This is an optimization exercise on Yosys and OpenROAD, whose aim is small area, not a production implementation.
Function was checked by simulation only, so behaviour that the tests miss may differ from the original.
The clock port is modelled as an ideal driver; clocking choices that lean on that would not hold on a real chip.
Power is estimated from default activity; no workload was simulated.

==> flow/design.v (excerpt) <==
module fifo_top
(
	input  logic clk,
	input  logic rst,
	input  logic en,
	input  logic rw,
	input  logic [4 : 0] addr,
	input  logic [31 : 0] in,
	output logic empty,
	output logic full,
	output logic [31 : 0] out
);
For scale: roughly 3100 cells after synthesis, roughly 75 I/O pins, ~36000 µm² of cells after synthesis.
Settings: LEC_CHECK=0, CAP_MARGIN=5, CORE_MARGIN=2, CORE_UTILIZATION=70, SLEW_MARGIN=5, SYNTH_HIERARCHICAL=1, SYNTH_MINIMUM_KEEP_SIZE=0; clock period 6.0 ns.
standard.sh (not shown) runs the stock make flow with config.mk's settings and CLKGATE_MAP_FILE= SYNTH_SCRIPT=/design/flow/synth_recipe.tcl, a recipe that flattens the netlist after the stock synthesis.
==> flow/flow/run.sh <==
#!/bin/bash
# The standard layout, with a clock tree of small buffers and no dummy
# loads (leaf buffers upsized after CTS only where the clock edge at the
# flip-flops would be slow), port buffers of the smallest buffer cell.
set -euo pipefail
here=$(pwd)
export CTS_ARGS="-sink_clustering_enable -repair_clock_nets -dont_use_dummy_load -buf_list sky130_fd_sc_hd__clkbuf_4 -sink_clustering_size 10 -sink_clustering_max_diameter 50"
export POST_CTS_TCL="$here/flow/post_cts.tcl"
export CLK_SLEW_TARGET=0.10
export BUFFER_PORTS_ARGS="-buffer_cell sky130_fd_sc_hd__buf_1"
bash standard.sh > standard.log 2>&1
==> flow/flow/post_cts.tcl <==
# Upsize clock buffers whose sinks see a slow clock edge, then legalize.
estimate_parasitics -placement
set sizes {sky130_fd_sc_hd__clkbuf_2 sky130_fd_sc_hd__clkbuf_4 sky130_fd_sc_hd__clkbuf_8 sky130_fd_sc_hd__clkbuf_16}
set target 0.09
if { [info exists ::env(CLK_SLEW_TARGET)] } { set target $::env(CLK_SLEW_TARGET) }
for {set it 0} {$it < 4} {incr it} {
  set changed 0
  foreach inst [get_cells *] {
    set m [get_property $inst ref_name]
    set idx [lsearch $sizes $m]
    if { $idx < 0 || $idx == [llength $sizes] - 1 } { continue }
    set out [get_pins -of_objects $inst -filter "direction == output"]
    set worst 0
    foreach p [get_pins -of_objects [get_nets -of_objects $out] -filter "direction == input"] {
      foreach pr {slew_max_rise slew_max_fall} {
        set v [get_property $p $pr]
        if { $v > $worst } { set worst $v }
      }
    }
    if { $worst > $target } {
      replace_cell $inst [lindex $sizes [expr { $idx + 1 }]]
      incr changed
    }
  }
  puts "post_cts: pass $it upsized $changed clock buffers"
  if { $changed == 0 } { break }
  estimate_parasitics -placement
}
detailed_placement
The baseline finished with timing, DRC and antenna clean.
Rerun with:
--- a/flow/flow/run.sh
+++ b/flow/flow/run.sh
@@ -4 +4,2 @@
-# flip-flops would be slow), port buffers of the smallest buffer cell.
+# flip-flops would be slow), port buffers of the smallest buffer cell, and non-critical gates
+# downsized after global routing.
@@ -9,0 +11 @@
+export RECOVER_POWER=100
=> This time the run completed, yet does not pass: capacitance limit, slew limit; final area fell by 0.69%; wire length is about the same; non-clock buffer count does not change; power barely changes; synthesized cell count stays the same; via count rose by about 0.8%; utilization fell by 0.50 points.

---

== job 4402 ==
Another version of the RTL of fifo_top (not shown whole).
Size in the first run: roughly 3100 cells after synthesis, roughly 36000 um^2 of cells after synthesis.
==> flow/design.v (excerpt) <==
module fifo_top
(
	input  logic clk,
	input  logic rst,
	input  logic en,
	input  logic rw,
	input  logic [4 : 0] addr,
	input  logic [31 : 0] in,
	output logic empty,
	output logic full,
	output logic [31 : 0] out
);
==> flow/config.mk <==
export PLATFORM = sky130hd
export DESIGN_NAME = fifo_top
export DESIGN_NICKNAME = fifo_top
export VERILOG_FILES = /design/flow/design.v
export SDC_FILE = /design/flow/constraint.sdc
export NUM_CORES = 4
export LEC_CHECK = 0
export CAP_MARGIN = 5
export CORE_MARGIN = 2
export CORE_UTILIZATION = 70
export GPL_TIMING_DRIVEN = 0
export SLEW_MARGIN = 5
export SYNTH_HIERARCHICAL = 1
export SYNTH_MINIMUM_KEEP_SIZE = 0
==> flow/constraint.sdc <==
create_clock -name core_clock -period 6.0 [get_ports {clk}]
set_input_delay 1.2000 -clock core_clock [delete_from_list [all_inputs] [get_ports {clk}]]
set_output_delay 1.2000 -clock core_clock [all_outputs]
set_load 0.01 [all_outputs]
==> flow/flow/run.sh <==
#!/bin/bash
# The standard layout, with a clock tree of small buffers and no dummy
# loads (leaf buffers upsized after CTS only where the clock edge at the
# flip-flops would be slow), and port buffers of the smallest buffer cell.
set -euo pipefail
here=$(pwd)
export CTS_ARGS="-sink_clustering_enable -repair_clock_nets -dont_use_dummy_load -buf_list sky130_fd_sc_hd__clkbuf_4 -sink_clustering_size 10 -sink_clustering_max_diameter 50"
export POST_CTS_TCL="$here/flow/post_cts.tcl"
export CLK_SLEW_TARGET=0.10
export BUFFER_PORTS_ARGS="-buffer_cell sky130_fd_sc_hd__buf_1"
bash standard.sh > standard.log 2>&1
Scripts as last shown in full above: flow/flow/post_cts.tcl
Job 4402 -> stages 100% | layout checks FAIL | capacitance limit, slew limit
diff inputs: job 4402 => job 946
-- flow/flow/run.sh --
<<< job 4402, line 9
export CLK_SLEW_TARGET=0.10
>>> job 946, line 9
export CLK_SLEW_TARGET=0.105
-- flow/config.mk --
<<< job 4402, line 10
export CORE_UTILIZATION = 70
export GPL_TIMING_DRIVEN = 0
>>> job 946, line 10
export CORE_UTILIZATION = 80
Results
Job 4402 -> stages 100% | layout checks FAIL | capacitance limit, slew limit
Job 946 | status: complete | timing, DRC, antenna: pass
Job 946 vs job 4402, beginning of the critical path: u_fifo.empty_r vs u_fifo.headPtr[1]
Job 946 vs job 4402, critical path endpoint: out[25] vs out[30]
Job 946 vs. job 4402: wire length went down by about 3.6%, synthesized area ~0 delta, critical path depth went down 1.
Via count normalized by instance count (lower): job 4402
Detailed-routed wire length on met2 on job 946 is down relative to job 4402.
Area growth from synthesis to layout for job 946 is lower than for job 4402.
Job 946: total area of multi-input combinational cells lower than job 4402
Job 946 vs job 4402 — clock group share of total power dropped 1.5 points.
Here is what was changed in the inputs of job 3126 compared with job 946.
-- flow/flow/run.sh --
<<< job 946, line 9
export CLK_SLEW_TARGET=0.105
>>> job 3126, line 9
export CLK_SLEW_TARGET=0.10
-- flow/config.mk --
<<< job 946, line 10
export CORE_UTILIZATION = 80
>>> job 3126, line 10
export CORE_UTILIZATION = 70
Notes after the runs:
Job 3126 vs job 946: pre-CTS worst setup slack down. Diff job 946 -> job 3126: total chip power +1.8%; post-layout instance area grew by 1.2%. Vias per cell, job 946 and job 3126, lower one = job 3126.
### job 3126 -> job 3142
-- flow/flow/run.sh --
<<< job 3126, line 4
# flip-flops would be slow), and port buffers of the smallest buffer cell.
>>> job 3142, line 4
# flip-flops would be slow), port buffers of the smallest buffer cell, and non-critical gates
# downsized after global routing.
<<< job 3126, line 10
>>> job 3142, line 11
export RECOVER_POWER=100
Findings:
Re die area: no difference whatsoever between job 3126 and job 3142.
Layout checks on job 3142: not met. Flow itself completed; violations: capacitance limit, slew limit.
[diff] setup slack, job 3142 relative to job 3126: regression
Changes observed in job 3142 relative to job 3126: first-iteration detailed-routing DRC count increased by about 8% relative to the old numbers; final period demand of the worst path went up 0.29 ns; final core utilization went down.
Clock transition time at the flip-flop clock pins of the worst setup and hold paths: job 3142 vs job 3126 up 0.02 ns
### job 3142 -> job 2972
-- flow/flow/run.sh --
<<< job 3142, line 4
# flip-flops would be slow), port buffers of the smallest buffer cell, and non-critical gates
# downsized after global routing.
>>> job 2972, line 4
# flip-flops would be slow), and port buffers of the smallest buffer cell.
<<< job 3142, line 10
export CLK_SLEW_TARGET=0.10
export RECOVER_POWER=100
>>> job 2972, line 9
export CLK_SLEW_TARGET=0.105
Findings:
Job 2972 finished all stages; the layout is clean.
Job 2972 ends up with a internal power component that is about 2.2% lower than in job 3142.
Relative to job 3142, setup slack of the critical path after layout increased by 0.27 ns in job 2972.
Job 3142 has lower multi-input logic area than job 2972.
[inputs] job 2256 vs job 2972
-- flow/flow/run.sh --
<<< job 2972, line 9
export CLK_SLEW_TARGET=0.105
>>> job 2256, line 9
export CLK_SLEW_TARGET=0.10
-- flow/config.mk --
<<< job 2972, line 10
export CORE_UTILIZATION = 70
>>> job 2256, line 10
export CORE_UTILIZATION = 80
## What came out
On job 2256: overall routed net length is 1.4% lower than what job 2972 gave.
As far as clock transition at the registers of the reported paths is concerned, job 2972 and job 2256 perform about the same.
Higher fraction of power consumed by combinational cells was reported by job 2972, not job 2256.

---

fifo_top again, from the RTL that the note above started with.
export LEC_CHECK = 0
export CAP_MARGIN = 20
export CORE_MARGIN = 2
export CORE_UTILIZATION = 55
export SLEW_MARGIN = 20
export SYNTH_HIERARCHICAL = 1
export SYNTH_MINIMUM_KEEP_SIZE = 0
create_clock -name core_clock -period 6.0 [get_ports {clk}]
==> flow/flow/run.sh <==
#!/bin/bash
# The standard layout, with a clock tree of small buffers and no dummy
# loads, and port buffers of the smallest buffer cell.
set -euo pipefail
export CTS_ARGS="-sink_clustering_enable -repair_clock_nets -dont_use_dummy_load -buf_list sky130_fd_sc_hd__clkbuf_4 -sink_clustering_size 20"
export BUFFER_PORTS_ARGS="-buffer_cell sky130_fd_sc_hd__buf_1"
bash standard.sh > standard.log 2>&1
Then changed:
==> flow/flow/run.sh (replaced) <==
#!/bin/bash
# The standard layout, with a clock tree of small buffers and no dummy
# loads (leaf buffers upsized after CTS only where the clock edge at the
# flip-flops would be slow), and port buffers of the smallest buffer cell.
set -euo pipefail
here=$(pwd)
export CTS_ARGS="-sink_clustering_enable -repair_clock_nets -dont_use_dummy_load -buf_list sky130_fd_sc_hd__clkbuf_4 -sink_clustering_size 10 -sink_clustering_max_diameter 50"
export POST_CTS_TCL="$here/flow/post_cts.tcl"
export CLK_SLEW_TARGET=0.105
export BUFFER_PORTS_ARGS="-buffer_cell sky130_fd_sc_hd__buf_1"
bash standard.sh > standard.log 2>&1
==> flow/flow/post_cts.tcl (new file) <==
# Upsize clock buffers whose sinks see a slow clock edge, then legalize.
estimate_parasitics -placement
set sizes {sky130_fd_sc_hd__clkbuf_2 sky130_fd_sc_hd__clkbuf_4 sky130_fd_sc_hd__clkbuf_8 sky130_fd_sc_hd__clkbuf_16}
set target 0.09
if { [info exists ::env(CLK_SLEW_TARGET)] } { set target $::env(CLK_SLEW_TARGET) }
for {set it 0} {$it < 4} {incr it} {
  set changed 0
  foreach inst [get_cells *] {
    set m [get_property $inst ref_name]
    set idx [lsearch $sizes $m]
    if { $idx < 0 || $idx == [llength $sizes] - 1 } { continue }
    set out [get_pins -of_objects $inst -filter "direction == output"]
    set worst 0
    foreach p [get_pins -of_objects [get_nets -of_objects $out] -filter "direction == input"] {
      foreach pr {slew_max_rise slew_max_fall} {
        set v [get_property $p $pr]
        if { $v > $worst } { set worst $v }
      }
    }
    if { $worst > $target } {
      replace_cell $inst [lindex $sizes [expr { $idx + 1 }]]
      incr changed
    }
  }
  puts "post_cts: pass $it upsized $changed clock buffers"
  if { $changed == 0 } { break }
  estimate_parasitics -placement
}
detailed_placement
=> Wire length falls by 1.3%. Die area is unchanged. Worst hold slack improved by 0.18 ns. Synthesized cell count stays the same. Utilization is lower by 1.6 points. Worst setup slack gains 0.51 ns. Design area drops by 2.7%. Sequential power stays flat. Via count drops by 2.8%. Cell count decreases by 4.2%.

==> afterwards: timing with drivers on the ports <==
In the flow no input, the clock included, has a driving cell. The finished layouts below were timed again as built, in two steps.
Step 1 assumes that a clkbuf_16 drives the clock port and a buf_2 every other input.
Step 2 times the ports against the registers' clock, not the clock port: input delays grow and output delays shrink by t, the midpoint of the rising clock arrivals with the driver on.
Three values: no drivers, after step 1, after step 2; two values: the first two.
run | t, ns | slack for setup (ns) | worst hold slack (ns) | worst setup path after step 2 | pins driven straight from the clock port
the first run of note 1 | 0.682 | 0.692 / 0.625 / 1.307 | 0.444 / 0.444 / 0.444 | register to output | 1
the second run of note 1 | 0.679 | 0.459 / 0.391 / 0.975 | 0.443 / 0.443 / 0.443 | input to register | 1
job 4402 | 0.694 | 0.747 / 0.679 / 1.373 | 0.445 / 0.445 / 0.445 | register to output | 1
job 946 | 0.673 | 0.725 / 0.662 / 1.336 | 0.446 / 0.446 / 0.446 | register to output | 1
job 3126 | 0.671 | 0.755 / 0.689 / 1.360 | 0.446 / 0.446 / 0.446 | register to output | 1
job 3142 | 0.672 | 0.460 / 0.392 / 0.941 | 0.445 / 0.445 / 0.445 | input to register | 1
job 2972 | 0.666 | 0.725 / 0.660 / 1.326 | 0.446 / 0.446 / 0.446 | register to output | 1
job 2256 | 0.670 | 0.807 / 0.744 / 1.414 | 0.444 / 0.444 / 0.444 | register to output | 1
the first run of note 3 | 1.119 | 0.263 / 0.204 / 1.323 | 0.259 / 0.223 / 0.441 | register to output | 1
the second run of note 3 | 0.685 | 0.770 / 0.698 / 1.383 | 0.443 / 0.443 / 0.443 | register to output | 1
